What follows belongs to an exercise in optimizing a design on an open flow for small area; a production flow would make more cautious choices. In this exercise RTL edits were held to simulation tests only and were not proved equivalent to the original. In every run shown here, the design's own scripts or RTL, not TritonCTS, make the clock network. No driver is modelled on the clock port, so clock power and skew are understated where the tree is cut down; a real chip needs a root buffer or a tree. No activity file was given, so power comes from the tool's default toggle rates.

==> flow/design.v <==
module i2s_mask (
	input i2s_clk,  
	input i2s_data,     
	input [3:0] addr_x,
	input [3:0] addr_y,
	input rst_n,
	output reg[5:0] row_num,
	output led_clk,
	output led_data,
	output led_lat,
	output led_oe
	);
	reg data_ph;         
	reg [1:0] b;         
	reg [1:0] mlo;       
	reg m5;              
	reg [2:0] m42;       
	reg [3:0] c;
	reg [3:0] cw;
	reg [5:0] mw;
	reg [3:0] nx;        
	reg [5:0] h;
	reg led_clk_en;
	wire [3:0] mhi = {m5, m42};
	assign led_clk = led_clk_en;
	assign led_data = i2s_data;
	assign led_oe = 1'b1;
	assign led_lat = ~data_ph & (mlo == 2'd0) & (b == 2'd1) & ~m5;
	wire blk_end = b[1] & b[0];
	wire c_wrap = (c == 4'd15);
	wire cw_wrap = (cw == 4'd15);
	wire row_end = blk_end & c_wrap;
	wire mhi_inc = data_ph & row_end & (mlo == 2'd3);
	wire frame_end = mhi_inc & (mhi == 4'd15);
	wire hdr_end = ~data_ph & blk_end & (mlo == 2'd3);
	wire [3:0] mhi_next = data_ph ? mhi + 4'd1 : {mhi[2:0], ~i2s_data};
	wire mhi_en = data_ph ? mhi_inc : (mlo == 2'd1);
	always @(posedge i2s_clk or negedge rst_n) begin
		if (~rst_n) begin
			data_ph <= 1'b0;
			b <= 2'd0;
			mlo <= 2'd0;
			m5 <= 1'b1;
			led_clk_en <= 1'b0;
			row_num <= 6'd0;
		end else begin
			b <= b + 2'd1;
			if (hdr_end) data_ph <= 1'b1;
			if (frame_end) data_ph <= 1'b0;
			if (data_ph ? row_end : blk_end) mlo <= mlo + 2'd1;
			if (mhi_en) m5 <= mhi_next[3];
			led_clk_en <= data_ph & cw_wrap & (mw[5:2] == addr_y);
			if (frame_end) row_num <= h;
		end
	end
	always @(posedge i2s_clk) begin
		if (mhi_en) m42 <= mhi_next[2:0];
		if (data_ph) begin
			if (blk_end) begin
				c <= c_wrap ? nx : c + 4'd1;
				cw <= cw_wrap ? nx : cw + 4'd1;
				if (cw_wrap) mw <= mw + 6'd1;
			end
		end else begin
			h <= {h[4:0], i2s_data};
			if (mlo == 2'd0) nx <= {nx[2:0], ~i2s_data};
			c <= nx;
			cw <= ~addr_x;
			mw <= 6'd0;
		end
	end
endmodule
module top(
	input i2s_clk,
	input i2s_data,
	input [3:0] addr_x,
	input [3:0] addr_y,
	input rst_n,
	output [5:0] row_num,
	output led_clk,
	output led_data,
	output led_lat,
	output led_oe
	);
	i2s_mask mask(
		.i2s_data(i2s_data),
		.i2s_clk(i2s_clk),
		.addr_x(addr_x),
		.addr_y(addr_y),
		.rst_n(rst_n),
		.row_num(row_num),
		.led_clk(led_clk),
		.led_data(led_data),
		.led_lat(led_lat),
		.led_oe(led_oe)
		);
endmodule
==> flow/flow/run.sh <==
#!/bin/bash
# Standard ORFS layout with two changes: the port buffers use the smallest
# buffer, and the clock tree is a few clock buffers placed at the centres of
# the registers they drive (flow/cts.tcl) instead of TritonCTS's H-tree.
# Before repair_design every cell is set to its smallest drive strength
# (flow/downsize.tcl); repair_design then sizes up what needs it.
set -e
export BUFFER_PORTS_ARGS="-buffer_cell sky130_fd_sc_hd__buf_1"
export PRE_CTS_TCL="$PWD/flow/cts.tcl"
export PRE_RESIZE_TCL="$PWD/flow/downsize.tcl"
export FLOW_CLK_NBUF=${FLOW_CLK_NBUF:-4}
export FLOW_CLK_BUF=${FLOW_CLK_BUF:-sky130_fd_sc_hd__clkbuf_4}
bash standard.sh > standard.log 2>&1
==> flow/flow/cts.tcl <==
# Clock tree for a small design: the clock port drives a few clock buffers,
# each placed at the centre of the registers it drives (sinks split along the
# wider side of their bounding box). Replaces TritonCTS's H-tree.
proc my_clock_buffers {} {
  set nbuf $::env(FLOW_CLK_NBUF)
  set cell $::env(FLOW_CLK_BUF)
  set block [ord::get_db_block]
  set dbu [$block getDbUnitsPerMicron]
  foreach src [get_property [lindex [all_clocks] 0] sources] {
    set net [get_nets [get_full_name $src]]
    set sinks {}
    foreach p [get_pins -of_objects $net] {
      if {[get_property $p direction] != "input"} { continue }
      set inst [sta::sta_to_db_inst [get_cells -of_objects $p]]
      set loc [$inst getLocation]
      set m [$inst getMaster]
      set x [expr {[lindex $loc 0] + [$m getWidth] / 2.0}]
      set y [expr {[lindex $loc 1] + [$m getHeight] / 2.0}]
      lappend sinks [list [get_full_name $p] $x $y]
    }
    # recursive bisection: a group meant for n buffers is cut along the wider
    # side of its bounding box in proportion floor(n/2) : ceil(n/2)
    set todo [list [list $nbuf $sinks]]
    set groups {}
    while {[llength $todo] > 0} {
      lassign [lindex $todo 0] n g
      set todo [lrange $todo 1 end]
      if {$n <= 1} { lappend groups $g; continue }
      set xs [lmap s $g {lindex $s 1}]; set ys [lmap s $g {lindex $s 2}]
      set dx [expr {[tcl::mathfunc::max {*}$xs] - [tcl::mathfunc::min {*}$xs]}]
      set dy [expr {[tcl::mathfunc::max {*}$ys] - [tcl::mathfunc::min {*}$ys]}]
      set idx [expr {$dx >= $dy ? 1 : 2}]
      set g [lsort -real -index $idx $g]
      set n1 [expr {$n / 2}]
      set h [expr {([llength $g] * $n1 + $n / 2) / $n}]
      lappend todo [list $n1 [lrange $g 0 [expr {$h - 1}]]] [list [expr {$n - $n1}] [lrange $g $h end]]
    }
    set k 0
    foreach g $groups {
      set sx 0.0; set sy 0.0; set pins {}
      foreach s $g {
        lappend pins [get_pins [lindex $s 0]]
        set sx [expr {$sx + [lindex $s 1]}]; set sy [expr {$sy + [lindex $s 2]}]
      }
      set cx [expr {$sx / [llength $g] / $dbu}]; set cy [expr {$sy / [llength $g] / $dbu}]
      puts "clock buffer $k: [llength $g] sinks at ($cx, $cy)"
      insert_buffer -buffer_cell $cell -net [get_full_name $net] -load_pins $pins \
        -location [list $cx $cy] -buffer_name clkbuf_leaf_$k -net_name clknet_leaf_$k
      incr k
    }
  }
}

proc clock_tree_synthesis {args} {
  puts "clock_tree_synthesis $args replaced by my_clock_buffers"
  my_clock_buffers
}
==> flow/flow/downsize.tcl <==
# Area recovery before the resizer's repair_design: every standard cell is
# swapped for the smallest drive strength of the same cell (same function and
# pins, name differing only in the _N suffix). The design has several ns of
# slack; repair_design and the later timing repairs size up what needs it.
proc my_downsize {} {
  set dont_use {}
  if {[info exists ::env(DONT_USE_CELLS)]} { set dont_use $::env(DONT_USE_CELLS) }
  set n 0
  set saved 0.0
  foreach inst [get_cells *] {
    set name [get_property $inst ref_name]
    if {![regexp {^(sky130_fd_sc_hd__[a-z0-9]+)_([0-9]+)$} $name -> base drive]} { continue }
    if {[regexp {__(tap|fill|decap|conb|diode)} $name]} { continue }
    set lc [get_lib_cells $name]
    if {$lc == ""} { continue }
    set best $name
    set best_area [get_property $lc area]
    foreach cand [get_lib_cells ${base}_*] {
      set cn [get_name $cand]
      if {![regexp "^${base}_\[0-9\]+\$" $cn]} { continue }
      set skip 0
      foreach d $dont_use { if {[string match $d $cn]} { set skip 1 } }
      if {$skip} { continue }
      set a [get_property $cand area]
      if {$a < $best_area - 1e-6} { set best $cn; set best_area $a }
    }
    if {$best != $name} {
      set saved [expr {$saved + [get_property $lc area] - $best_area}]
      replace_cell [get_full_name $inst] $best
      incr n
    }
  }
  puts "my_downsize: $n cells downsized, [format %.2f $saved] um2 saved"
}
my_downsize
==> flow/standard.sh <==
#!/bin/bash
# synth_recipe.tcl (not shown) runs the flow's synth.tcl, then flattens the netlist and writes it again
# the make line also repeats each setting of config.mk as NAME=value (left out here)
make -C /OpenROAD-flow-scripts/flow DESIGN_CONFIG=/design/flow/config.mk WORK_HOME=/design/flow/orfs CLKGATE_MAP_FILE= SYNTH_SCRIPT=/design/flow/synth_recipe.tcl "${@:-finish}"
==> flow/config.mk <==
export PLATFORM = sky130hd
export DESIGN_NAME = top
export DESIGN_NICKNAME = top
export VERILOG_FILES = /design/flow/design.v
export SDC_FILE = /design/flow/constraint.sdc
export NUM_CORES = 4
export LEC_CHECK = 0
export CAP_MARGIN = 20
export CORE_AREA = 2 2 59 59
export DIE_AREA = 0 0 61 61
export SLEW_MARGIN = 20
==> flow/constraint.sdc <==
create_clock -name core_clock -period 8.0 [get_ports {i2s_clk}]
set_input_delay 1.6000 -clock core_clock [delete_from_list [all_inputs] [get_ports {i2s_clk}]]
set_output_delay 1.6000 -clock core_clock [all_outputs]
set_load 0.01 [all_outputs]
==> results of run 1 <==
==> cells in the final DEF, fill, tap and decap left out, types with 2 or more instances in the layout <==
master     n
a31oi_1    2
nand2_1    6
nand4_1    2
dfrtp_1   12
or4_1      3
a21oi_1   10
dfxtp_1    6
nand3_1   10
buf_1     19
mux2i_1    4
mux2_2    10
nor3_1     3
edfxtp_1  21
xnor2_1    3
or3_1      2
o21ai_0    3
ha_1       9
clkbuf_4   4
nor2_1     5
xor2_1     6
inv_1      9
o31ai_1    3
==> flip-flops by register name, indices dropped and copies added, names as in the netlist <==
signal	flops
mask.nx	4
mask.data_ph	1
mask.m42	3
mask.b	2
mask.c	4
mask.mlo	2
mask.h	6
mask.m5	1
mask.row_num	6
mask.mw	6
mask.led_clk_en	1
mask.cw	4
==> logic make-up after synthesis <==
logic type / after synthesis / synth area share, %
muxes: 14 / 8.05
and+or+nand+nor: 37 / 12.3
other: 1 / 0.198
buffers and inverters: 16 / 3.76
xor gates and xnor gates: 9 / 4.16
DFF: 40 / 56.8
AOI/OAI and AO/OA: 26 / 8.84
adders and majority gates: 9 / 5.94
==> final cells by class, without the clock buffers <==
cell class,count,share of cell area [%]
sequential,40,54.4
multi-input combinational,96,36.0
timing repair buffer,19,3.60
tap,44,2.78
inverter,9,1.71
==> through the flow <==
| step | std cells | hold slack [ns] | setup slack (ns) |
|---|---|---|---|
| after floorplan | 152 | 0.420 | 4.68 |
| after global placement | 208 | 0.424 | 4.50 |
| after detailed placement | 208 | 0.435 | 4.47 |
| after CTS | 212 | 0.435 | 4.47 |
| after global routing | 212 | 0.467 | 4.44 |
| final | 212 | 0.449 | 4.47 |
==> per-layer routing <==
metal / global-route usage (%) / part of all wire, %
met4: 1.86 / 1.1
met3: 1.92 / 3.8
met2: 29.6 / 46
met1: 28.0 / 49
met5: 0 / 0
==> path summary, 6_finish.rpt <==
path                            cells after the start         start         endpoint
worst max-delay path                                2      i2s_data         led_data
worst min-delay path                                0     mask.h[3]        mask.h[4]
worst max register to register                      3  mask.data_ph  mask.row_num[2]
worst min register to register                      0     mask.h[3]        mask.h[4]
max in group asynchronous                           1         rst_n  mask.row_num[2]
min in group asynchronous                           1         rst_n        mask.b[0]
==> power by group through the flow <==
| stage | Clock (mW) | Sequential, mW | Combinational [mW] |
|---|---|---|---|
| floorplan | 0 | 0.219 | 0.00175 |
| global placement | 0 | 0.219 | 0.00447 |
| detailed placement | 0 | 0.219 | 0.00463 |
| CTS | 0.0539 | 0.219 | 0.00463 |
| global route | 0.0819 | 0.215 | 0.00511 |
| finish | 0.0730 | 0.215 | 0.00452 |
==> results.tsv, run 1 <==
metric	value	unit
cts_resized	0	
die_area	3720	µm²
insertedDiodeCount	0	
netlist.top_cell.by_area	edfxtp_1	
antenna_found_initial	0	
p_switching	51.9	µW
setup_viol	0	
fin_crit_sh	44.1	%
cp_common_cell	buf_1	
drive_above_1_share	10.1	%
area_growth_syn_to_layout	4.42	%
drc	0	
setup_tns	0	ns
required	6.40	ns
synth-warning-count	1	
maxCapViolCount	0	
synth-seq-area-share	56.8	%
synth-edff-count	21	
stdcell_area	1980	µm²
synth_area	1900	µm²
fin_util	64.3	%
worstPathMaxFanout	4	
hpwl	2200	µm
leakagePower	0.799	nW
grt_util_all_layers	18.3	%
critPathTopFamily	buffers and inverters	
fin_crit	3.53	ns
grt-ovfl-total	0	
core-area	3080	µm²
grt_max_degree	23	
rrSetupSlack	5.56	ns
slew_headroom	35.9	%
clk_latency	0.17	ns
wl_per_cell	14.3	µm
p_int	240	µW
comb_power_share	1.5	%
timing.hold.worst.class	register to register	
hold_viol	0	
clkTransAtPathRegs	0.11	ns
fillers	264	
crit_path_start_kind	input pin	
multi_input_area	713	µm²
port_buffers	19	
worst_setup_path_end_kind	output pin	
power	292	µW
via_per_inst	5.58	
synth_cells	152	
seq_power_share	73.5	%
wirelength	3040	µm
place_congestion	0.803	
finClkSkew	0.0116	ns
place_area	1950	µm²
worst_pin_slew	0.954	ns
fmax	0.283	GHz
regArea	1080	µm²
clkPwrFrac	25.0	%
rsz0062_at_grt	false	
die_height	61	µm
cts_setup_buffers	0	
crit_slowest_cell	buf_1	
nets	190	
async_flop_share	32.5	%
switching_share	17.8	%
initialDrtViolationCount	35	
crit_type	input pin to output pin	
synth_common_cells	edfxtp_1, dfrtp_1, a21oi_1, mux2_2	
initial_core_util	61.6	%
vias	1182	
ir_drop	125	µV
power_density	148	nW/µm²
ys_ff_latch	40	
die_w	61	µm
post-synth-top-count-cell	edfxtp_1	
grt_pass1_vias	1154	
synth_fp_nets	172	
synth_ff_type	edfxtp_1	
slowest_delay	0.17	ns
dr.pass1.iters	4	
grt_pass1_wl	5240	µm
num_rows	20	
crit_arrival	1.93	ns
antenna_left	0	
hold_buffers	0	
slew_viol_final	0	
crit_chain	buf_1 > buf_1	
io-pin-count	21	
syn_area_per_cell	12.5	µm²
path_buf_inv	2	
synth_cell_types	43	
yosys-top-cells-area	edfxtp_1, dfrtp_1, dfxtp_1	
status	timing/DRC/antenna clean	
yosysTopAreaCellShare	33.2	%
==> run 2: changes to the inputs <==
--- a/flow/design.v
+++ b/flow/design.v
@@ -51,3 +51,3 @@
 			if (mhi_en) m5 <= mhi_next[3];
-			led_clk_en <= data_ph & cw_wrap & (mw[5:2] == addr_y);
+			led_clk_en <= data_ph & cw_wrap & (mw[5:2] == 4'd15);
 			if (frame_end) row_num <= h;
@@ -68,3 +68,3 @@
 			cw <= ~addr_x;
-			mw <= 6'd0;
+			mw <= {~addr_y, 2'b00};
 		end
==> results.tsv, run 2 <==
metric	value	unit	change
wl_per_cell	13.2	µm	-8.1%
crit_arrival	1.90	ns	-0.03 ns
vias	1138		-3.7%
crit_path_start_kind	input pin		
synth_common_cells	edfxtp_1, nand2_1, dfrtp_1, nand3_1		
synth_cells	152		unchanged
initialDrtViolationCount	23		-34%
synth_fp_nets	172		unchanged
grt_util_all_layers	16.6	%	-1.7 points
synth_cell_types	32		-26%
nets	192		+1.1%
synth_area	1850	µm²	-2.5%
dr.pass1.iters	4		unchanged
setup_tns	0	ns	unchanged
hpwl	2090	µm	-5.1%
crit_chain	buf_1 > buf_1		
synth_ff_type	edfxtp_1		
async_flop_share	32.5	%	unchanged
top_regs	mask.h x6, mask.mw x6, mask.row_num x6		
critPathTopFamily	buffers and inverters		
drc	0		unchanged
synth-warning-count	1		unchanged
worst_setup_path_end_kind	output pin		
place_area	1940	µm²	-0.51%
yosysTopAreaCellShare	40.6	%	+7.4 points
via_per_inst	5.32		-4.6%
timing.hold.worst.class	register to register		
num_rows	20		unchanged
hold_buffers	0		unchanged
die_area	3720	µm²	unchanged
drive_above_1_share	9.41	%	-0.71 points
power_density	149	nW/µm²	+0.82%
clkTransAtPathRegs	0.09	ns	-0.02 ns
crit_type	input pin to output pin		
syn_area_per_cell	12.2	µm²	-2.5%
antenna_left	0		unchanged
post-synth-top-count-cell	edfxtp_1		
die_height	61	µm	unchanged
pre_cts_ws	4.49	ns	+0.0198 ns
setup_viol	0		unchanged
use_met1	21.0	%	-7.0 points
required	6.40	ns	about the same
fin_crit	3.50	ns	-0.0268 ns
port_buffers	19		unchanged
hold_viol	0		unchanged
fmax	0.285	GHz	+0.77%
grt_pass1_vias	1152		-0.17%
antenna_found_initial	0		unchanged
ys_ff_latch	40		unchanged
use_met3	1.28	%	-0.64 points
setup_slack	4.50	ns	+0.0268 ns
synth-seq-area-share	60.4	%	+3.6 points
area_growth_syn_to_layout	6.56	%	
insertedDiodeCount	0		unchanged
leakagePower	0.803	nW	+0.50%
grt_max_degree	24		+4.3%
crit_slowest_cell	buf_1		
wirelength	2820	µm	-7.2%
worst_pin_slew	0.815	ns	-0.138 ns
fin_crit_sh	43.8	%	-0.34 points
synth-edff-count	25		+19%
core-area	3080	µm²	unchanged
cp_common_cell	buf_1		
finClkSkew	0.0129	ns	+0.00132 ns
layout_commonest_cell	edfxtp_1		
io-pin-count	21		unchanged
ir_drop	94.2	µV	-25%
top_usage_layer	met2		
grt-ovfl-total	0		unchanged
maxCapViolCount	0		unchanged
initial_core_util	60.1	%	-1.5 points
netlist.top_cell.by_area	edfxtp_1		
place_congestion	0.793		-1.2%
worstPathMaxFanout	4		unchanged
slew_headroom	45.6	%	+9.7 points
final_cell_mix	edfxtp_1, nand2_1, buf_1		
yosys-top-cells-area	edfxtp_1, dfrtp_1, ha_1		
die_w	61	µm	unchanged
stdcell_area	1970	µm²	-0.51%
rsz0062_at_grt	false		
slew_viol_final	0		unchanged
slowest_delay	0.17	ns	about the same
grt_use_met2	31.0	%	+1.4 points
path_buf_inv	2		unchanged
clk_latency	0.17	ns	about the same
cts_resized	0		unchanged
grt_pass1_wl	4790	µm	-8.7%
status	timing/DRC/antenna clean		
cts_setup_buffers	0		unchanged
## run 2: final timing paths
check	startpoint	end	slack, ns	cells after the start
max reg2reg	mask.data_ph	mask.row_num[2]	5.31	4
max	i2s_data	led_data	4.50	2
max in group asynchronous	rst_n	mask.row_num[3]	6.12	1
min in group asynchronous	rst_n	mask.mlo[0]	1.44	1
min	mask.h[2]	mask.h[3]	0.46	0
min reg2reg	mask.h[2]	mask.h[3]	0.46	0
## run 2: area by class of cell, without the clock buffers
type / count / area [µm²]
Tap cell: 44 / 55.1
Fill cell: 265 / 1110
Multi-Input combinational cell: 99 / 667
Sequential cell: 40 / 1120
Timing Repair Buffer: 19 / 71.3
Inverter: 8 / 30.0
## run 2: kinds of logic (layout without fill, tap and decap cells)
| logic type | Yosys count | after routing | synth area share [%] |
|---|---|---|---|
| fa+ha+maj | 9 | 9 | 6.09 |
| compound gates | 19 | 19 | 5.82 |
| flops | 40 | 40 | 60.4 |
| buf+inv | 13 | 31 | 3.11 |
| mux | 14 | 14 | 8.19 |
| xor+xnor | 9 | 9 | 4.26 |
| other cells | 1 | 1 | 0.203 |
| simple gates | 47 | 47 | 11.9 |
## run 2: where the power goes
part           total [mW]  switching (mW)  internal [mW]  leakage [nW]
clock              0.0719          0.0479         0.0240        0.0184
sequential          0.217               0          0.217         0.406
combinational     0.00377         0.00250        0.00126         0.378
## run 2: layer usage
| metal | share of wire (%) | vias to the layer above |
|---|---|---|
| met5 | 0 | - |
| li1 | - | 573 |
| met4 | 1.8 | 0 |
| met2 | 51 | 27 |
| met1 | 42 | 533 |
| met3 | 5.3 | 5 |
## run 2: stage by stage
stage | utilization [%] | hold slack [ns] | power [mW] | instances
after global placement | 63.3 | 0.423 | 0.226 | 210
after floorplan | - | 0.420 | 0.223 | 152
after detailed placement | 63.0 | 0.431 | 0.226 | 210
final | 64.0 | 0.456 | 0.293 | 214
after global routing | 64.0 | 0.473 | 0.302 | 214
after CTS | 64.0 | 0.431 | 0.280 | 214
==> run 3: changes to the inputs <==
--- a/flow/flow/run.sh
+++ b/flow/flow/run.sh
@@ -10,4 +10,4 @@
 export PRE_RESIZE_TCL="$PWD/flow/downsize.tcl"
-export FLOW_CLK_NBUF=${FLOW_CLK_NBUF:-4}
-export FLOW_CLK_BUF=${FLOW_CLK_BUF:-sky130_fd_sc_hd__clkbuf_4}
+export FLOW_CLK_NBUF=${FLOW_CLK_NBUF:-2}
+export FLOW_CLK_BUF=${FLOW_CLK_BUF:-sky130_fd_sc_hd__clkbuf_8}
 bash standard.sh > standard.log 2>&1
--- a/flow/config.mk
+++ b/flow/config.mk
@@ -10,2 +10,3 @@
 export DIE_AREA = 0 0 61 61
+export PLACE_DENSITY = 0.85
 export SLEW_MARGIN = 20
==> results.tsv, run 3 <==
metric	value	unit	change
status	timing/DRC/antenna clean		
slew_headroom	48.1	%	+2.5 points
rrSetupSlack	5.33	ns	+0.02 ns
clkPwrFrac	24.7	%	+0.2 points
drive_above_1_share	8.33	%	-1.1 points
grt_max_degree	24		unchanged
worstHoldStart	mask.h[4]		
grt-ovfl-total	0		unchanged
leakagePower	0.799	nW	-0.50%
ys_ff_latch	40		unchanged
synth_common_cells	edfxtp_1, nand2_1, dfrtp_1, nand3_1		
hold_viol	0		unchanged
fillers	251		-5.3%
layout_commonest_cell	edfxtp_1		
num_rows	20		unchanged
core-area	3080	µm²	unchanged
crit_type	input pin to output pin		
post-synth-top-count-cell	edfxtp_1		
clkTransAtPathRegs	0.11	ns	+0.02 ns
cts_resized	0		unchanged
final_cells	212		-0.93%
yosys-top-cells-area	edfxtp_1, dfrtp_1, ha_1		
worst_pin_slew	0.778	ns	-0.0370 ns
hpwl	2280	µm	+9.2%
regArea	1120	µm²	unchanged
async_flop_share	32.5	%	unchanged
critPathTopFamily	buffers and inverters		
die_w	61	µm	unchanged
synth-warning-count	1		unchanged
grt_util_all_layers	17.3	%	+0.71 points
finClkSkew	0.00731	ns	-0.00557 ns
via_per_inst	5.45		+2.5%
fin_crit_sh	43.8	%	+0.059 points
r2r-end	mask.row_num[2]		
initialDrtViolationCount	58		+150%
ir_drop	101	µV	+7.4%
grt_pass1_vias	1091		-5.3%
setup_viol	0		unchanged
r2r-start	mask.data_ph		
worst_setup_path_end_kind	output pin		
io-pin-count	21		unchanged
comb_power_share	1.3	%	about the same
synth_fp_nets	172		unchanged
synth_area	1850	µm²	unchanged
synth_cell_types	32		unchanged
dr.pass1.iters	4		unchanged
p_int	242	µW	-0.20%
fmax	0.285	GHz	-0.13%
crit_chain	buf_1 > buf_1		
top_regs	mask.h x6, mask.mw x6, mask.row_num x6		
synth-seq-area-share	60.4	%	unchanged
crit_slowest_cell	buf_1		
port_buffers	19		unchanged
clk_latency	0.17	ns	about the same
die_area	3720	µm²	unchanged
nets	190		-1.0%
cp_common_cell	buf_1		
multi_input_area	667	µm²	unchanged
area_growth_syn_to_layout	6.43	%	
rsz0062_at_grt	false		
fin_crit	3.51	ns	+0.00472 ns
worstPathMaxFanout	4		unchanged
cts_setup_buffers	0		unchanged
die_height	61	µm	unchanged
power_density	149	nW/µm²	+0.44%
post-place-cells	210		unchanged
antenna_found_initial	0		unchanged
power	294	µW	+0.31%
wl_per_cell	14.0	µm	+6.4%
maxCapViolCount	0		unchanged
wirelength	2970	µm	+5.4%
min_to	mask.h[5]		
antenna_left	0		unchanged
seq_power_share	74.0	%	-0.2 points
place_congestion	0.799		+0.79%
path_buf_inv	2		unchanged
slew_viol_final	0		unchanged
initial_core_util	60.1	%	unchanged
crit_path_start_kind	input pin		
slowest_delay	0.17	ns	about the same
synth_ff_type	edfxtp_1		
final_cell_mix	edfxtp_1, nand2_1, buf_1		
switching_share	17.6	%	+0.43 points
hold_buffers	0		unchanged
netlist.top_cell.by_area	edfxtp_1		
whs_path_depth	0		unchanged
startpoint	i2s_data		
synth-edff-count	25		unchanged
r2r_cells	4		unchanged
timing.hold.worst.class	register to register		
required	6.40	ns	about the same
p_switching	51.8	µW	+2.8%
crit_arrival	1.91	ns	about the same
insertedDiodeCount	0		unchanged
grt_pass1_wl	4930	µm	+2.9%
yosysTopAreaCellShare	40.6	%	unchanged
setup_tns	0	ns	unchanged
syn_area_per_cell	12.2	µm²	unchanged
vias	1155		+1.5%
drc	0		unchanged
synth_cells	152		unchanged
## run 3: cell counts after synthesis
No cell type changed its count.
## run 3: logic make-up after synthesis
logic type / Yosys count / synth area share [%]
fa+ha+maj: 9 / 6.09
other cells: 1 / 0.203
simple gates: 47 / 11.9
flops: 40 / 60.4
xor+xnor: 9 / 4.26
buf+inv: 13 / 3.11
compound gates: 19 / 5.82
mux: 14 / 8.19
## run 3: final cells by class, without the clock buffers
cell class                 instances  area share [%]
multi-input combinational         99            33.9
inverter                           8            1.53
tap                               44            2.80
timing repair buffer              19            3.62
sequential                        40            56.8
## run 3: stage by stage
| step | hold WS [ns] | setup slack, ns | area, µm² | utilization, % |
|---|---|---|---|---|
| after floorplan | 0.420 | 4.68 | 1850 | - |
| after global placement | 0.423 | 4.50 | 1950 | 63.3 |
| after detailed placement | 0.437 | 4.47 | 1940 | 63.0 |
| after CTS | 0.437 | 4.49 | 1970 | 63.9 |
| after global routing | 0.482 | 4.47 | 1970 | 63.9 |
| final | 0.463 | 4.49 | 1970 | 63.9 |
## run 3: how the worst max path moves through the flow
stage | to | slack, ns | depth (start not counted)
6_report | led_data | 4.49 | 2
5_1_grt | led_data | 4.47 | 2
4_1_cts | led_data | 4.49 | 2
3_5_place_dp | led_data | 4.47 | 2
3_3_place_gp | led_data | 4.50 | 2
2_1_floorplan | led_data | 4.68 | 1
## run 3: per-layer routing
metal  vias to the layer above  track usage (%)  wire, µm
met1                       570             24.7      1350
li1                        564                -         -
met3                         2            0.853        86
met4                         0             2.17        38
met5                         -                0         0
met2                        19             30.6      1490
## run 3: power groups by stage
stage	Combinational [mW]	Clock (mW)	Sequential (mW)
2_1_floorplan	0.00122	0	0.222
3_3_place_gp	0.00387	0	0.222
3_5_place_dp	0.00410	0	0.222
4_1_cts	0.00410	0.0529	0.222
5_1_grt	0.00450	0.0777	0.217
6_report	0.00389	0.0726	0.217
==> run 4: changes to the inputs <==
--- a/flow/design.v
+++ b/flow/design.v
@@ -19,3 +19,4 @@
 	reg [3:0] cw;
-	reg [5:0] mw;
+	reg [1:0] mwl;       
+	reg [3:0] mwh;
 	reg [3:0] nx;        
@@ -28,3 +29,3 @@
 	assign led_lat = ~data_ph & (mlo == 2'd0) & (b == 2'd1) & ~m5;
-	wire blk_end = b[1] & b[0];
+	wire blk_end = b[1] & ~b[0];
 	wire c_wrap = (c == 4'd15);
@@ -32,5 +33,5 @@
 	wire row_end = blk_end & c_wrap;
-	wire mhi_inc = data_ph & row_end & (mlo == 2'd3);
+	wire mhi_inc = data_ph & row_end & (mlo == 2'b10);
 	wire frame_end = mhi_inc & (mhi == 4'd15);
-	wire hdr_end = ~data_ph & blk_end & (mlo == 2'd3);
+	wire hdr_end = ~data_ph & blk_end & (mlo == 2'b10);
 	wire [3:0] mhi_next = data_ph ? mhi + 4'd1 : {mhi[2:0], ~i2s_data};
@@ -46,8 +47,8 @@
 		end else begin
-			b <= b + 2'd1;
+			b <= {b[0], ~b[1]};
 			if (hdr_end) data_ph <= 1'b1;
 			if (frame_end) data_ph <= 1'b0;
-			if (data_ph ? row_end : blk_end) mlo <= mlo + 2'd1;
+			if (data_ph ? row_end : blk_end) mlo <= {mlo[0], ~mlo[1]};
 			if (mhi_en) m5 <= mhi_next[3];
-			led_clk_en <= data_ph & cw_wrap & (mw[5:2] == 4'd15);
+			led_clk_en <= data_ph & cw_wrap & (mwh == 4'd15);
 			if (frame_end) row_num <= h;
@@ -61,3 +62,6 @@
 				cw <= cw_wrap ? nx : cw + 4'd1;
-				if (cw_wrap) mw <= mw + 6'd1;
+				if (cw_wrap) begin
+					mwl <= {mwl[0], ~mwl[1]};
+					if (mwl == 2'b10) mwh <= mwh + 4'd1;
+				end
 			end
@@ -68,3 +72,4 @@
 			cw <= ~addr_x;
-			mw <= {~addr_y, 2'b00};
+			mwl <= 2'b00;
+			mwh <= ~addr_y;
 		end
--- a/flow/flow/run.sh
+++ b/flow/flow/run.sh
@@ -10,4 +10,4 @@
 export PRE_RESIZE_TCL="$PWD/flow/downsize.tcl"
-export FLOW_CLK_NBUF=${FLOW_CLK_NBUF:-2}
-export FLOW_CLK_BUF=${FLOW_CLK_BUF:-sky130_fd_sc_hd__clkbuf_8}
+export FLOW_CLK_NBUF=${FLOW_CLK_NBUF:-4}
+export FLOW_CLK_BUF=${FLOW_CLK_BUF:-sky130_fd_sc_hd__clkbuf_4}
 bash standard.sh > standard.log 2>&1
--- a/flow/config.mk
+++ b/flow/config.mk
@@ -10,3 +10,2 @@
 export DIE_AREA = 0 0 61 61
-export PLACE_DENSITY = 0.85
 export SLEW_MARGIN = 20
==> results.tsv, run 4 <==
metric	value	unit	change
timing.hold.worst.class	register to register		
cts_setup_buffers	0		unchanged
setup_viol	0		unchanged
grt_pass1_wl	4840	µm	-1.7%
hpwl	2040	µm	-10%
io-pin-count	21		unchanged
crit_chain	nor3_1 > and3_1 > buf_1		
synth-edff-count	25		unchanged
fin_crit	3.67	ns	+0.164 ns
yosys-top-cells-area	edfxtp_1, dfrtp_1, mux2_2		
die_height	61	µm	unchanged
synth_fp_nets	150		-13%
rsz0062_at_grt	false		
grt_max_degree	30		+25%
drc	0		unchanged
drive_above_1_share	11.1	%	+2.8 points
setup_slack	4.33	ns	-0.164 ns
final_cell_mix	edfxtp_1, buf_1, dfrtp_1		
nets	170		-11%
path_buf_inv	1		-1
via_per_inst	5.57		+2.3%
synth_ff_type	edfxtp_1		
power_density	155	nW/µm²	+3.8%
antenna_found_initial	0		unchanged
port_buffers	19		unchanged
layout_commonest_cell	edfxtp_1		
hold_buffers	0		unchanged
synth_cells	135		-11%
fmax	0.272	GHz	-4.5%
synth_xor_area_share	2.43	%	-1.8 points
slew_viol_final	0		unchanged
dr.pass1.iters	4		unchanged
crit_arrival	2.07	ns	+0.16 ns
netlist.top_cell.by_area	edfxtp_1		
grt-ovfl-total	0		unchanged
hold_viol	0		unchanged
vias	1098		-4.9%
core-area	3080	µm²	unchanged
pre_cts_ws	4.49	ns	+0.0239 ns
synth_cell_types	37		+16%
ir_drop	97.8	µV	-3.4%
fin_crit_sh	45.9	%	+2.1 points
die_w	61	µm	unchanged
stdcell_area	1900	µm²	-3.2%
synth-adder-area-share	2.77	%	-3.3 points
fin_util	61.9	%	-2.1 points
yosysTopAreaCellShare	41.6	%	+1.0 points
wl_per_cell	14.8	µm	+5.9%
synth_compound_area_share	7.35	%	+1.5 points
maxCapViolCount	0		unchanged
crit_slowest_cell	dfrtp_1		
initial_core_util	58.6	%	-1.5 points
worst_pin_slew	0.981	ns	+0.202 ns
grt_pass1_vias	1002		-8.2%
yosys.area_share.simple	11.2	%	-0.74 points
async_flop_share	32.5	%	unchanged
place_congestion	0.743		-7.0%
leakagePower	0.761	nW	-4.7%
worst_setup_path_end_kind	output pin		
slew_headroom	34.6	%	-13 points
synth_area	1800	µm²	-2.4%
critPathTopFamily	simple AND/OR/NAND/NOR gates		
place_area	1870	µm²	-3.4%
synthMuxAreaShare	11.3	%	+3.1 points
wirelength	2920	µm	-1.5%
antenna_left	0		unchanged
post-synth-top-count-cell	edfxtp_1		
crit_path_start_kind	register		
required	6.40	ns	about the same
cts_resized	0		unchanged
slowest_delay	0.75	ns	+0.58 ns
setup_tns	0	ns	unchanged
insertedDiodeCount	0		unchanged
syn_area_per_cell	13.4	µm²	+9.9%
crit_type	register to output pin		
grt_util_all_layers	17.3	%	-0.053 points
clk_latency	0.16	ns	about the same
initialDrtViolationCount	81		+40%
area_growth_syn_to_layout	5.55	%	
die_area	3720	µm²	unchanged
ys_ff_latch	40		unchanged
synth-warning-count	1		unchanged
synth_common_cells	edfxtp_1, dfrtp_1, mux2_2		
synth-seq-area-share	61.9	%	+1.5 points
status	timing/DRC/antenna clean		
num_rows	20		unchanged
top_regs	mask.h x6, mask.row_num x6		
worstPathMaxFanout	29		+25
synth_top_family_by_area	multiplexers		
finClkSkew	0.00641	ns	-0.000892 ns
clkTransAtPathRegs	0.10	ns	about the same
## run 4: kinds of logic (layout without fill, tap and decap cells)
logic type | count (synthesis) | count (layout)
compound gates | 22 | 22
xor+xnor | 5 | 5
fa+ha+maj | 4 | 4
buf+inv | 11 | 29
flops | 40 | 40
mux | 19 | 19
other cells | 1 | 1
simple gates | 33 | 33
## run 4: metrics by stage
step                hold WS, ns  cells  power, mW
floorplan                 0.391    135      0.225
global placement          0.422    193      0.227
detailed placement        0.432    193      0.228
CTS                       0.432    197      0.282
global route              0.471    197      0.305
finish                    0.451    197      0.295
## run 4: cell type report, without the clock buffers
class                   count  area (µm²)
fillers                   258        1170
flip-flops and latches     40        1120
multi-input cells          84         608
repair buffers             19        71.3
well taps                  44        55.1
inverters                   6        22.5
## run 4: worst paths after layout
path | end | depth (start not counted) | from | slack, ns
worst min register to register | mask.b[1] | 0 | mask.b[0] | 0.45
min in group asynchronous | mask.led_clk_en | 1 | rst_n | 1.47
worst max register to register | mask.row_num[2] | 3 | mask.data_ph | 5.35
worst min-delay path | mask.b[1] | 0 | mask.b[0] | 0.45
worst max-delay path | led_lat | 3 | mask.data_ph | 4.33
max in group asynchronous | mask.row_num[2] | 1 | rst_n | 6.04
## run 4: routing by layer
layer  up-vias  wire length [µm]  global-route usage [%]
met3         3               136                    1.92
met5         -                 0                       0
met1       530              1370                    26.2
met4         0                29                    1.55
li1        542                 -                       -
met2        23              1390                    28.3
## run 4: power breakdown
group / switching, mW / internal [mW]
Clock: 0.0483 / 0.0240
Sequential: 0.000352 / 0.218
Combinational: 0.00295 / 0.00176
Total: 0.0516 / 0.244
==> run 5: changes to the inputs <==
--- a/flow/config.mk
+++ b/flow/config.mk
@@ -7,2 +7,3 @@
 export LEC_CHECK = 0
+export ABC_AREA = 1
 export CAP_MARGIN = 20
==> results.tsv, run 5 <==
metric	value	unit	change
antenna_left	0		unchanged
slew_headroom	51.6	%	+17 points
slowest_delay	0.17	ns	-0.58 ns
crit_arrival	1.91	ns	-0.16 ns
routedLengthMet1	1380	µm	+1.2%
hold_buffers	0		unchanged
seq_power_share	74.4	%	+0.5 points
setup_slack	4.49	ns	+0.162 ns
whs_path_depth	0		unchanged
nets	203		+19%
vias	1158		+5.5%
stdcell_area	1870	µm²	-1.7%
crit_chain	buf_1 > buf_1		
required	6.40	ns	about the same
num_rows	20		unchanged
netlist.top_cell.by_area	edfxtp_1		
core-area	3080	µm²	unchanged
synth-seq-area-share	62.3	%	+0.39 points
clkTransAtPathRegs	0.10	ns	about the same
critPathTopFamily	buffers and inverters		
synth_common_cells	nand2_1, edfxtp_1, inv_1		
setup_viol	0		unchanged
worstPathMaxFanout	4		-86%
synth_fp_nets	184		+23%
die_height	61	µm	unchanged
worst_pin_slew	0.725	ns	-0.255 ns
syn_area_per_cell	10.6	µm²	-21%
place_congestion	0.729		-1.9%
switching_share	17.0	%	-0.48 points
antenna_found_initial	0		unchanged
final_cell_mix	nand2_1, edfxtp_1, o21ai_0, buf_1, inv_1		
synth_ff_type	edfxtp_1		
cp_common_cell	buf_1		
area_growth_syn_to_layout	4.40	%	
cp.depth	2		-1
post-synth-top-count-cell	nand2_1		
path_buf_inv	2		+1
die_w	61	µm	unchanged
dr_wl_met2	1310	µm	-5.3%
drive_above_1_share	3.23	%	-7.9 points
place_area	1840	µm²	-1.7%
slew_viol_final	0		unchanged
crit_slowest_cell	buf_1		
hpwl	2080	µm	+1.7%
rsz0062_at_grt	false		
drc	0		unchanged
timing.hold.worst.class	register to register		
routed-wl-met3	96	µm	-29%
fmax	0.285	GHz	+4.6%
ys_ff_latch	40		unchanged
fillers	277		+7.4%
finClkSkew	0.0107	ns	+0.00426 ns
cts_resized	0		unchanged
synth_cell_types	29		-22%
power	293	µW	-0.66%
dr.pass1.iters	4		unchanged
grt_max_degree	25		-17%
worst_setup_path_end_kind	output pin		
clk_latency	0.16	ns	about the same
synth_cells	169		+25%
initial_core_util	58.3	%	-0.37 points
maxUsedRoutingLayer	met4		
crit_type	input pin to output pin		
io-pin-count	21		unchanged
wl_per_cell	12.3	µm	-17%
port_buffers	19		unchanged
grt-ovfl-total	0		unchanged
grt_util_all_layers	16.8	%	-0.50 points
synth-edff-count	25		unchanged
leakagePower	0.772	nW	+1.5%
via_per_inst	5.03		-9.7%
insertedDiodeCount	0		unchanged
layout_commonest_cell	nand2_1		
fin_crit_sh	43.9	%	-2.0 points
yosys-top-cells-area	edfxtp_1, dfrtp_1, nand2_1		
holdWs	0.402	ns	-0.0483 ns
maxCapViolCount	0		unchanged
ir_drop	93.7	µV	-4.2%
synth_area	1790	µm²	-0.62%
p_switching	49.9	µW	-3.4%
fin_crit	3.51	ns	-0.162 ns
synth-warning-count	1		unchanged
status	timing/DRC/antenna clean		
yosysTopAreaCellShare	41.9	%	+0.26 points
crit_path_start_kind	input pin		
hold_viol	0		unchanged
initialDrtViolationCount	34		-58%
setup_tns	0	ns	unchanged
wirelength	2830	µm	-3.3%
r2r_cells	4		+1
grt_pass1_wl	4810	µm	-0.70%
grt_pass1_vias	1094		+9.2%
async_flop_share	32.5	%	unchanged
die_area	3720	µm²	unchanged
p_int	243	µW	about the same
clkPwrFrac	24.1	%	-0.4 points
pre_cts_ws	4.49	ns	-0.00703 ns
comb_power_share	1.5	%	about the same
power_density	157	nW/µm²	+1.1%
cts_setup_buffers	0		unchanged
top_regs	mask.h x6, mask.row_num x6		
==> run 5: cell count changes after synthesis, moves of 6 or more <==
cell     before  now
a21oi_1      10    4
inv_1         6   17
mux2_2       11    0
mux2i_1       8    2
nand2_1       7   37
nand3_1       6   13
o21ai_0       4   13
o21ai_2       0    6
==> run 5: through the flow <==
stage / std cells / utilization [%]
after detailed placement: 226 / 59.8
final: 230 / 60.8
after CTS: 230 / 60.8
after global routing: 230 / 60.8
after floorplan: 169 / -
after global placement: 226 / 61.1
==> run 5: final timing paths <==
check	startpoint	to	slack [ns]
worst min register to register	mask.b[0]	mask.b[1]	0.40
min in group asynchronous	rst_n	mask.mlo[1]	1.46
max in group asynchronous	rst_n	mask.row_num[2]	6.08
worst max register to register	mask.data_ph	mask.row_num[5]	5.94
worst max-delay path	i2s_data	led_data	4.49
worst min-delay path	mask.b[0]	mask.b[1]	0.40
==> run 5: cell families (layout without fill, tap and decap cells) <==
logic type | after synthesis | count (layout) | synth area share (%)
other | 1 | 1 | 0.209
AND/OR/NAND/NOR | 66 | 66 | 15.9
AO/OA/AOI/OAI | 28 | 28 | 9.70
multiplexers | 2 | 2 | 1.12
adder cells (fa/ha/maj) | 4 | 4 | 2.79
flip-flops | 40 | 40 | 62.3
buffers and inverters | 24 | 41 | 6.00
XOR/XNOR | 4 | 4 | 1.95
==> run 5: layout make-up, without the clock buffers <==
| type | count | area [µm²] | area share, % |
|---|---|---|---|
| Sequential cell | 40 | 1120 | 59.7 |
| Timing Repair Buffer | 19 | 71.3 | 3.81 |
| Inverter | 18 | 67.6 | 3.61 |
| Multi-Input combinational cell | 105 | 531 | 28.3 |
| Tap cell | 44 | 55.1 | 2.94 |
==> run 5: power by group through the flow <==
stage / clock network (mW) / logic, mW / registers (mW)
finish: 0.0706 / 0.00449 / 0.218
global route: 0.0817 / 0.00534 / 0.218
CTS: 0.0538 / 0.00465 / 0.223
detailed placement: 0 / 0.00463 / 0.223
global placement: 0 / 0.00456 / 0.223
floorplan: 0 / 0.00190 / 0.223
==> run 5: per-layer routing <==
layer / vias up / global-route usage, %
met1: 531 / 24.8
met2: 18 / 28.1
met3: 3 / 1.28
met4: 0 / 2.17
met5: - / 0
li1: 606 / -
==> run 6: changes to the inputs <==
--- a/flow/flow/run.sh
+++ b/flow/flow/run.sh
@@ -1,5 +1,7 @@
 #!/bin/bash
-# Standard ORFS layout with two changes: the port buffers use the smallest
+# Standard ORFS layout with these changes: the port buffers use the smallest
 # buffer, and the clock tree is a few clock buffers placed at the centres of
 # the registers they drive (flow/cts.tcl) instead of TritonCTS's H-tree.
+# After floorplanning, OpenROAD's restructure re-maps the combinational logic
+# for area (flow/restructure.tcl); registers are untouched.
 # Before repair_design every cell is set to its smallest drive strength
@@ -9,2 +11,3 @@
 export PRE_CTS_TCL="$PWD/flow/cts.tcl"
+export POST_FLOORPLAN_TCL="$PWD/flow/restructure.tcl"
 export PRE_RESIZE_TCL="$PWD/flow/downsize.tcl"
==> flow/flow/restructure.tcl (new file) <==
# Area recovery on the synthesized netlist: OpenROAD's restructure re-maps the
# combinational logic with ABC for area. Registers are not touched.
set rmp_dir $::env(OBJECTS_DIR)/restructure
file mkdir $rmp_dir
log_cmd report_design_area
log_cmd restructure -target area \
  -liberty_file [lindex $::env(LIB_FILES) 0] \
  -tielo_port [join $::env(TIELO_CELL_AND_PORT) /] \
  -tiehi_port [join $::env(TIEHI_CELL_AND_PORT) /] \
  -work_dir $rmp_dir -abc_logfile $rmp_dir/abc.log
log_cmd report_design_area
--- a/flow/config.mk
+++ b/flow/config.mk
@@ -7,3 +7,2 @@
 export LEC_CHECK = 0
-export ABC_AREA = 1
 export CAP_MARGIN = 20
==> results.tsv, run 6 <==
metric	value	unit	change
stdcell_area	1790	µm²	-4.5%
area_growth_syn_to_layout	-0.902	%	
crit_slowest_cell	buf_1		
wirelength	2820	µm	-0.32%
grt_pass1_vias	1003		-8.3%
fin_crit_sh	44.1	%	+0.25 points
slowest_delay	0.17	ns	about the same
grt_util_all_layers	15.9	%	-0.88 points
core-area	3080	µm²	unchanged
die_w	61	µm	unchanged
antenna_left	0		unchanged
synth_fp_nets	150		-18%
antenna_found_initial	0		unchanged
ir_drop	130	µV	+39%
crit_arrival	1.93	ns	+0.02 ns
final_cell_mix	edfxtp_1, buf_1, clkinv_1		
leakagePower	0.610	nW	-21%
post-synth-top-count-cell	edfxtp_1		
crit_chain	buf_1 > buf_1		
drive_above_1_share	3.27	%	+0.042 points
startpoint	i2s_data		
slew_viol_final	0		unchanged
wl_per_cell	14.3	µm	+16%
synth_area	1800	µm²	+0.63%
use_met3	2.13	%	+0.85 points
nets	166		-18%
setup_tns	0	ns	unchanged
layout_commonest_cell	edfxtp_1		
worstHoldStart	mask.b[0]		
io-pin-count	21		unchanged
fmax	0.283	GHz	-0.56%
crit_type	input pin to output pin		
setup_viol	0		unchanged
clk_latency	0.16	ns	about the same
dr.pass1.iters	4		unchanged
finClkSkew	0.00484	ns	-0.00584 ns
fin_util	58.1	%	-2.7 points
clkTransAtPathRegs	0.10	ns	about the same
synth_ff_type	edfxtp_1		
hold_buffers	0		unchanged
worst_setup_path_end_kind	output pin		
synth-edff-count	25		unchanged
vias	1045		-9.8%
grt_use_met2	25.7	%	-2.5 points
cts_setup_buffers	0		unchanged
syn_area_per_cell	13.4	µm²	+26%
post-place-cells	193		-15%
fin_crit	3.53	ns	+0.0197 ns
synth_cells	135		-20%
power_density	164	nW/µm²	+4.7%
place_area	1760	µm²	-4.6%
top_usage_layer	met2		
hold_viol	0		unchanged
drc	0		unchanged
netlist.top_cell.by_area	edfxtp_1		
initialDrtViolationCount	46		+35%
worstPathMaxFanout	4		unchanged
initial_core_util	58.6	%	+0.37 points
status	timing/DRC/antenna clean		
crit_path_start_kind	input pin		
port_buffers	19		unchanged
path_buf_inv	2		unchanged
via_per_inst	5.30		+5.4%
insertedDiodeCount	0		unchanged
rsz0062_at_grt	false		
holdWs	0.401	ns	-0.000983 ns
r2r-start	mask.data_ph		
setup_slack	4.47	ns	-0.0197 ns
place_congestion	0.796		+9.1%
maxCapViolCount	0		unchanged
cp_common_cell	buf_1		
final_cells	197		-14%
required	6.40	ns	about the same
use_met1	23.9	%	-0.90 points
die_height	61	µm	unchanged
synth_cell_types	37		+28%
num_rows	20		unchanged
async_flop_share	32.5	%	unchanged
die_area	3720	µm²	unchanged
grt-ovfl-total	0		unchanged
worst_pin_slew	0.771	ns	+0.0459 ns
slew_headroom	48.3	%	-3.4 points
ys_ff_latch	40		unchanged
yosysTopAreaCellShare	41.6	%	-0.26 points
yosys-top-cells-area	edfxtp_1, dfrtp_1, mux2_2		
top_regs	mask.h x6, mask.row_num x6		
grt_pass1_wl	4530	µm	-5.7%
synth-seq-area-share	61.9	%	-0.39 points
synth_common_cells	edfxtp_1, dfrtp_1, mux2_2		
timing.hold.worst.class	register to register		
power	293	µW	about the same
pre_cts_ws	4.45	ns	-0.0331 ns
grt_max_degree	28		+12%
hpwl	2010	µm	-3.1%
critPathTopFamily	buffers and inverters		
cts_resized	0		unchanged
synth-warning-count	1		unchanged
[run 6: cell count changes after synthesis, moves of 7 or more]
cell     previous run  this run
nand2_1            37         7
inv_1              17         6
mux2_2              0        11
o21ai_0            13         4
nand3_1            13         6
[run 6: per-layer routing]
metal	part of all wire [%]	vias to the layer above
met1	48	497
met4	0	0
met5	0	-
li1	-	535
met2	48	13
met3	3.4	0
[run 6: power by group]
| group | switching, mW | leakage [nW] | internal, mW | total [mW] |
|---|---|---|---|---|
| sequential | 0.0000736 | 0.407 | 0.218 | 0.218 |
| clock | 0.0466 | 0.0184 | 0.0240 | 0.0705 |
| combinational | 0.00315 | 0.185 | 0.00159 | 0.00474 |
[run 6: final cells by class, without the clock buffers]
class / instances / area [µm²]
Timing Repair Buffer: 20 / 75.1
Fill cell: 272 / 1290
Tap cell: 44 / 55.1
Sequential cell: 40 / 1120
Inverter: 18 / 67.6
Multi-Input combinational cell: 71 / 443
[run 6: worst paths after layout]
path,to,slack [ns],cells after the start
max,led_data,4.47,2
min,mask.b[1],0.40,0
max reg2reg,mask.c[0],5.42,4
min reg2reg,mask.b[1],0.40,0
max in group asynchronous,mask.led_clk_en,6.04,1
min in group asynchronous,mask.mlo[0],1.48,1
[run 6: cell families (layout without fill, tap and decap cells)]
group / after synthesis / after routing / share of synthesized area, %
buf+inv: 11 / 42 / 2.84
mux: 19 / 0 / 11.3
flops: 40 / 40 / 61.9
xor+xnor: 5 / 1 / 2.43
compound gates: 22 / 45 / 7.35
other cells: 1 / 2 / 0.208
fa+ha+maj: 4 / 0 / 2.77
simple gates: 33 / 23 / 11.2
==> run 7: changes to the inputs <==
--- a/flow/config.mk
+++ b/flow/config.mk
@@ -7,2 +7,3 @@
 export LEC_CHECK = 0
+export ABC_AREA = 1
 export CAP_MARGIN = 20
==> results.tsv, run 7 <==
metric	value	unit	change
fillers	270		-0.74%
wl_per_cell	14.6	µm	+2.3%
dr.pass1.iters	4		unchanged
worst_setup_path_end_kind	output pin		
ys_ff_latch	40		unchanged
pre_cts_ws	4.48	ns	+0.0248 ns
initial_core_util	58.3	%	-0.37 points
setup_viol	0		unchanged
finClkSkew	0.0106	ns	+0.00575 ns
grt-ovfl-total	0		unchanged
crit_path_start_kind	input pin		
grt_pass1_wl	4680	µm	+3.2%
slew_viol_final	0		unchanged
drc	0		unchanged
path_buf_inv	2		unchanged
num_rows	20		unchanged
synth-edff-count	25		unchanged
synth_common_cells	nand2_1, edfxtp_1, inv_1		
setup_tns	0	ns	unchanged
antenna_left	0		unchanged
synth-warning-count	1		unchanged
top_regs	mask.h x6, mask.row_num x6		
hpwl	2110	µm	+4.6%
crit_arrival	1.92	ns	about the same
worstPathMaxFanout	4		unchanged
multi_input_area	445	µm²	+0.56%
synth_ff_type	edfxtp_1		
port_buffers	19		unchanged
insertedDiodeCount	0		unchanged
ir_drop	96.9	µV	-25%
setup_slack	4.48	ns	+0.00818 ns
slew_headroom	51.7	%	+3.5 points
status	timing/DRC/antenna clean		
post-synth-top-count-cell	nand2_1		
die_w	61	µm	unchanged
holdWs	0.402	ns	+0.000850 ns
cp_common_cell	buf_1		
core-area	3080	µm²	unchanged
clk_latency	0.16	ns	about the same
crit_slowest_cell	buf_1		
io-pin-count	21		unchanged
syn_area_per_cell	10.6	µm²	-21%
die_area	3720	µm²	unchanged
hold_buffers	0		unchanged
grt_util_all_layers	16.5	%	+0.59 points
timing.hold.worst.class	register to register		
drive_above_1_share	3.27	%	unchanged
leakagePower	0.612	nW	+0.26%
cts_resized	0		unchanged
slowest_delay	0.17	ns	about the same
yosys-top-cells-area	edfxtp_1, dfrtp_1, nand2_1		
vias	1070		+2.4%
nets	166		unchanged
yosysTopAreaCellShare	41.9	%	+0.26 points
area_growth_syn_to_layout	-0.767	%	
synth-seq-area-share	62.3	%	+0.39 points
place_congestion	0.745		-6.4%
required	6.40	ns	about the same
crit_chain	buf_1 > buf_1		
final_cell_mix	edfxtp_1, buf_1, clkinv_1		
regArea	1120	µm²	unchanged
fin_util	57.8	%	-0.28 points
hold_viol	0		unchanged
netlist.top_cell.by_area	edfxtp_1		
clkTransAtPathRegs	0.09	ns	about the same
power_density	164	nW/µm²	+0.10%
fmax	0.284	GHz	+0.23%
rsz0062_at_grt	false		
grt_pass1_vias	1019		+1.6%
die_height	61	µm	unchanged
maxCapViolCount	0		unchanged
synth_area	1790	µm²	-0.62%
via_per_inst	5.43		+2.4%
fin_crit	3.52	ns	-0.00818 ns
crit_type	input pin to output pin		
async_flop_share	32.5	%	unchanged
fin_crit_sh	44.0	%	-0.10 points
cts_setup_buffers	0		unchanged
wirelength	2880	µm	+2.3%
layout_commonest_cell	edfxtp_1		
grt_max_degree	24		-14%
critPathTopFamily	buffers and inverters		
antenna_found_initial	0		unchanged
synth_cell_types	29		-22%
synth_fp_nets	184		+23%
synth_cells	169		+25%
initialDrtViolationCount	37		-20%
worst_pin_slew	0.724	ns	-0.0475 ns
-- run 7: changes by cell type after synthesis, moves of 7 or more --
| cell | before | now |
|---|---|---|
| nand2_1 | 7 | 37 |
| inv_1 | 6 | 17 |
| mux2_2 | 11 | 0 |
| o21ai_0 | 4 | 13 |
| nand3_1 | 6 | 13 |
-- run 7: kinds of logic after synthesis --
kind of cell    after synthesis  share of synthesized area, %
flops                        40                          62.3
fa+ha+maj                     4                          2.79
mux                           2                          1.12
xor+xnor                      4                          1.95
buf+inv                      24                          6.00
compound gates               28                          9.70
simple gates                 66                          15.9
other cells                   1                         0.209
-- run 7: layout make-up, without the clock buffers --
cell class | instances | area share [%]
multi-input cells | 74 | 25.0
well taps | 44 | 3.09
flip-flops and latches | 40 | 62.8
repair buffers | 20 | 4.22
inverters | 15 | 3.16
-- run 7: layer usage --
metal | track usage, % | up-vias | share of wire [%]
met5 | 0 | - | 0
met4 | 1.55 | 0 | 0.17
met3 | 2.13 | 2 | 3.8
met2 | 28.3 | 18 | 50
met1 | 23.5 | 513 | 46
li1 | - | 537 | -
-- run 7: stage by stage --
stage | power, mW | area [µm²] | instances
finish | 0.292 | 1780 | 197
global placement | 0.227 | 1750 | 193
CTS | 0.281 | 1780 | 197
floorplan | 0.225 | 1790 | 169
global route | 0.304 | 1780 | 197
detailed placement | 0.227 | 1750 | 193
-- run 7: power by group --
part | total (mW) | internal, mW | switching, mW | leakage [nW]
Combinational | 0.00454 | 0.00158 | 0.00296 | 0.186
Clock | 0.0696 | 0.0240 | 0.0456 | 0.0184
Sequential | 0.218 | 0.218 | 0.000129 | 0.407
Total | 0.292 | 0.243 | 0.0487 | 0.612
-- run 7: path summary, 6_finish.rpt --
kind	slack, ns	start	cells after the start	endpoint
max	4.48	i2s_data	2	led_data
min	0.40	mask.b[0]	0	mask.b[1]
max reg2reg	5.51	mask.data_ph	5	mask.c[1]
min reg2reg	0.40	mask.b[0]	0	mask.b[1]
max in group asynchronous	6.08	rst_n	1	mask.row_num[3]
min in group asynchronous	1.46	rst_n	1	mask.mlo[0]
==> run 8: changes to the inputs <==
--- a/flow/design.v
+++ b/flow/design.v
@@ -56,13 +56,15 @@
 	end
+	wire c_load = ~data_ph | (blk_end & c_wrap);
+	wire cw_load = ~data_ph | (blk_end & cw_wrap);
+	wire mwh_inc = data_ph & blk_end & cw_wrap & (mwl == 2'b10);
+	wire [3:0] c_tog = {4{blk_end}} & {&c[2:0], &c[1:0], c[0], 1'b1};
+	wire [3:0] cw_tog = {4{blk_end}} & {&cw[2:0], &cw[1:0], cw[0], 1'b1};
+	wire [3:0] mwh_tog = {4{mwh_inc}} & {&mwh[2:0], &mwh[1:0], mwh[0], 1'b1};
 	always @(posedge i2s_clk) begin
 		if (mhi_en) m42 <= mhi_next[2:0];
+		c <= c_load ? nx : c ^ c_tog;
+		cw <= cw_load ? (data_ph ? nx : ~addr_x) : cw ^ cw_tog;
+		mwh <= data_ph ? mwh ^ mwh_tog : ~addr_y;
 		if (data_ph) begin
-			if (blk_end) begin
-				c <= c_wrap ? nx : c + 4'd1;
-				cw <= cw_wrap ? nx : cw + 4'd1;
-				if (cw_wrap) begin
-					mwl <= {mwl[0], ~mwl[1]};
-					if (mwl == 2'b10) mwh <= mwh + 4'd1;
-				end
-			end
+			if (blk_end & cw_wrap) mwl <= {mwl[0], ~mwl[1]};
 		end else begin
@@ -70,6 +72,3 @@
 			if (mlo == 2'd0) nx <= {nx[2:0], ~i2s_data};
-			c <= nx;
-			cw <= ~addr_x;
 			mwl <= 2'b00;
-			mwh <= ~addr_y;
 		end
==> results.tsv, run 8 <==
metric	value	unit	change
synth_cell_types	30		+3.4%
die_area	3720	µm²	unchanged
cts_setup_buffers	0		unchanged
holdWs	0.416	ns	+0.0140 ns
grt-ovfl-total	0		unchanged
synth_cells	197		+17%
antenna_found_initial	0		unchanged
cp_common_cell	buf_1		
core-area	3080	µm²	unchanged
yosysTopAreaCellShare	21.8	%	-20 points
comb_power_share	9.5	%	+7.9 points
place_area	1670	µm²	-4.8%
grt_pass1_vias	1080		+6.0%
crit_type	input pin to output pin		
power_density	206	nW/µm²	+25%
antenna_left	0		unchanged
worst_setup_path_end_kind	output pin		
critPathTopFamily	buffers and inverters		
async_flop_share	32.5	%	unchanged
hold_viol	0		unchanged
crit_arrival	1.96	ns	+0.04 ns
die_w	61	µm	unchanged
wirelength	2880	µm	about the same
worst_pin_slew	0.722	ns	-0.00159 ns
place_congestion	0.770		+3.4%
drc	0		unchanged
nets	174		+4.8%
yosys-top-cells-area	edfxtp_1, dfrtp_1, dfxtp_1		
via_per_inst	5.43		about the same
initial_core_util	58.1	%	-0.16 points
ir_drop	122	µV	+26%
maxCapViolCount	0		unchanged
synth_area	1790	µm²	-0.28%
clk_latency	0.17	ns	about the same
layout_commonest_cell	clkinv_1		
slowest_delay	0.18	ns	about the same
slew_headroom	51.9	%	+0.11 points
insertedDiodeCount	0		unchanged
status	timing/DRC/antenna clean		
netlist.top_cell.by_area	edfxtp_1		
synth_ff_type	dfxtp_1		
die_height	61	µm	unchanged
vias	1114		+4.1%
whs_path_depth	0		unchanged
finClkSkew	0.0137	ns	+0.00312 ns
ys_ff_latch	40		unchanged
wl_per_cell	14.1	µm	-3.8%
cp.depth	2		unchanged
synth_fp_nets	210		+14%
slew_viol_final	0		unchanged
post-synth-top-count-cell	nand2_1		
setup_viol	0		unchanged
p_int	270	µW	+11%
syn_area_per_cell	9.08	µm²	-14%
final_cell_mix	clkinv_1, buf_1, dfxtp_1		
fin_util	55.1	%	-2.7 points
switching_share	22.7	%	+6.0 points
fin_crit	3.56	ns	+0.0410 ns
leakagePower	0.622	nW	+1.6%
hold_buffers	0		unchanged
setup_tns	0	ns	unchanged
synth-edff-count	13		-48%
grt_max_degree	25		+4.2%
port_buffers	19		unchanged
p_switching	79.1	µW	+63%
seq_power_share	69.9	%	-4.7 points
io-pin-count	21		unchanged
path_buf_inv	2		unchanged
cts_resized	0		unchanged
synth_common_cells	nand2_1, inv_1, o21ai_0		
r2r_cells	6		+1
synth-seq-area-share	55.8	%	-6.5 points
area_growth_syn_to_layout	-5.18	%	
initialDrtViolationCount	29		-22%
dr.pass1.iters	4		unchanged
crit_slowest_cell	buf_1		
clkTransAtPathRegs	0.09	ns	about the same
grt_pass1_wl	4780	µm	+2.2%
worstPathMaxFanout	4		unchanged
crit_path_start_kind	input pin		
clkPwrFrac	20.6	%	-3.2 points
stdcell_area	1700	µm²	-4.7%
synth-warning-count	1		unchanged
top_regs	mask.h x6, mask.row_num x6		
fmax	0.281	GHz	-1.1%
fin_crit_sh	44.5	%	+0.51 points
grt_util_all_layers	16.9	%	+0.45 points
required	6.40	ns	about the same
timing.hold.worst.class	register to register		
crit_chain	buf_1 > buf_1		
num_rows	20		unchanged
rsz0062_at_grt	false		
hpwl	2090	µm	-0.63%
drive_above_1_share	3.11	%	-0.16 points
==> run 8: stage by stage <==
step | instances | setup slack, ns | power [mW]
after floorplan | 197 | 4.68 | 0.278
after global placement | 201 | 4.42 | 0.278
after detailed placement | 201 | 4.42 | 0.282
after CTS | 205 | 4.42 | 0.336
after global routing | 205 | 4.41 | 0.371
final | 205 | 4.44 | 0.349
==> run 8: layout make-up, without the clock buffers <==
cell class | instances | area (µm²)
Inverter | 20 | 75.1
Timing Repair Buffer | 19 | 71.3
Fill cell | 297 | 1380
Tap cell | 44 | 55.1
Multi-Input combinational cell | 78 | 467
Sequential cell | 40 | 997
==> run 8: final timing paths <==
kind                         startpoint      endpoint  slack [ns]
setup / recovery               i2s_data      led_data        4.44
hold / removal                mask.b[0]     mask.b[1]        0.42
setup reg to reg           mask.data_ph   mask.mwh[2]        5.11
hold reg to reg               mask.b[0]     mask.b[1]        0.42
max in group asynchronous         rst_n     mask.b[1]        6.08
min in group asynchronous         rst_n  mask.data_ph        1.45
==> run 8: power by group through the flow <==
stage	clock (mW)	combinational (mW)	sequential [mW]
after detailed placement	0	0.0334	0.248
final	0.0717	0.0330	0.244
after CTS	0.0540	0.0337	0.248
after global placement	0	0.0312	0.247
after global routing	0.0849	0.0384	0.248
after floorplan	0	0.0329	0.245
==> run 8: logic make-up after synthesis <==
logic type	after synthesis	synth area share, %
AO/OA/AOI/OAI	34	11.1
XOR/XNOR	5	2.45
adder cells (fa/ha/maj)	2	1.40
buffers and inverters	34	8.54
flip-flops	40	55.8
other	1	0.210
AND/OR/NAND/NOR	81	20.6
==> run 8: per-layer routing <==
metal	GRT usage, %	share of wire [%]	up-vias
li1	-	-	563
met1	23.2	48	524
met2	28.7	47	27
met3	3.20	5.0	0
met4	2.80	0	0
met5	0	0	-

==> what the ideal ports hide <==
Ports are ideal in the flow. The routed layouts listed here were re-timed in OpenROAD. Step 1, drivers: a clkbuf_16 drives i2s_clk and a buf_2 each remaining input, both assumed. Step 2 times the ports against the registers' clock, not the clock port: input delays grow and output delays shrink by t, the midpoint of the rising clock arrivals with the driver on. Three values: no drivers, after step 1, after step 2; two values: the first two.
run	shift t [ns]	slack for setup (ns)	hold WS [ns]	worst register clock-pin slew, ns
run 1	0.205	4.470 / 4.449 / 4.449	0.449 / 0.449 / 0.449	0.11 / 0.11
run 2	0.208	4.497 / 4.474 / 4.474	0.456 / 0.456 / 0.456	0.11 / 0.11
run 3	0.204	4.492 / 4.471 / 4.471	0.463 / 0.463 / 0.463	0.12 / 0.12
run 4	0.203	4.328 / 4.286 / 4.475	0.451 / 0.451 / 0.451	0.11 / 0.10
run 5	0.200	4.490 / 4.465 / 4.465	0.402 / 0.402 / 0.402	0.10 / 0.10
run 6	0.202	4.470 / 4.450 / 4.450	0.401 / 0.401 / 0.401	0.10 / 0.10
run 7	0.199	4.478 / 4.457 / 4.457	0.402 / 0.402 / 0.402	0.10 / 0.10
run 8	0.202	4.437 / 4.414 / 4.414	0.416 / 0.416 / 0.416	0.11 / 0.11
After both steps every run listed still meets setup and hold. The setup slack of run 5, which loses most, moves by -0.025 ns with the drivers and by -0.025 ns with both steps.
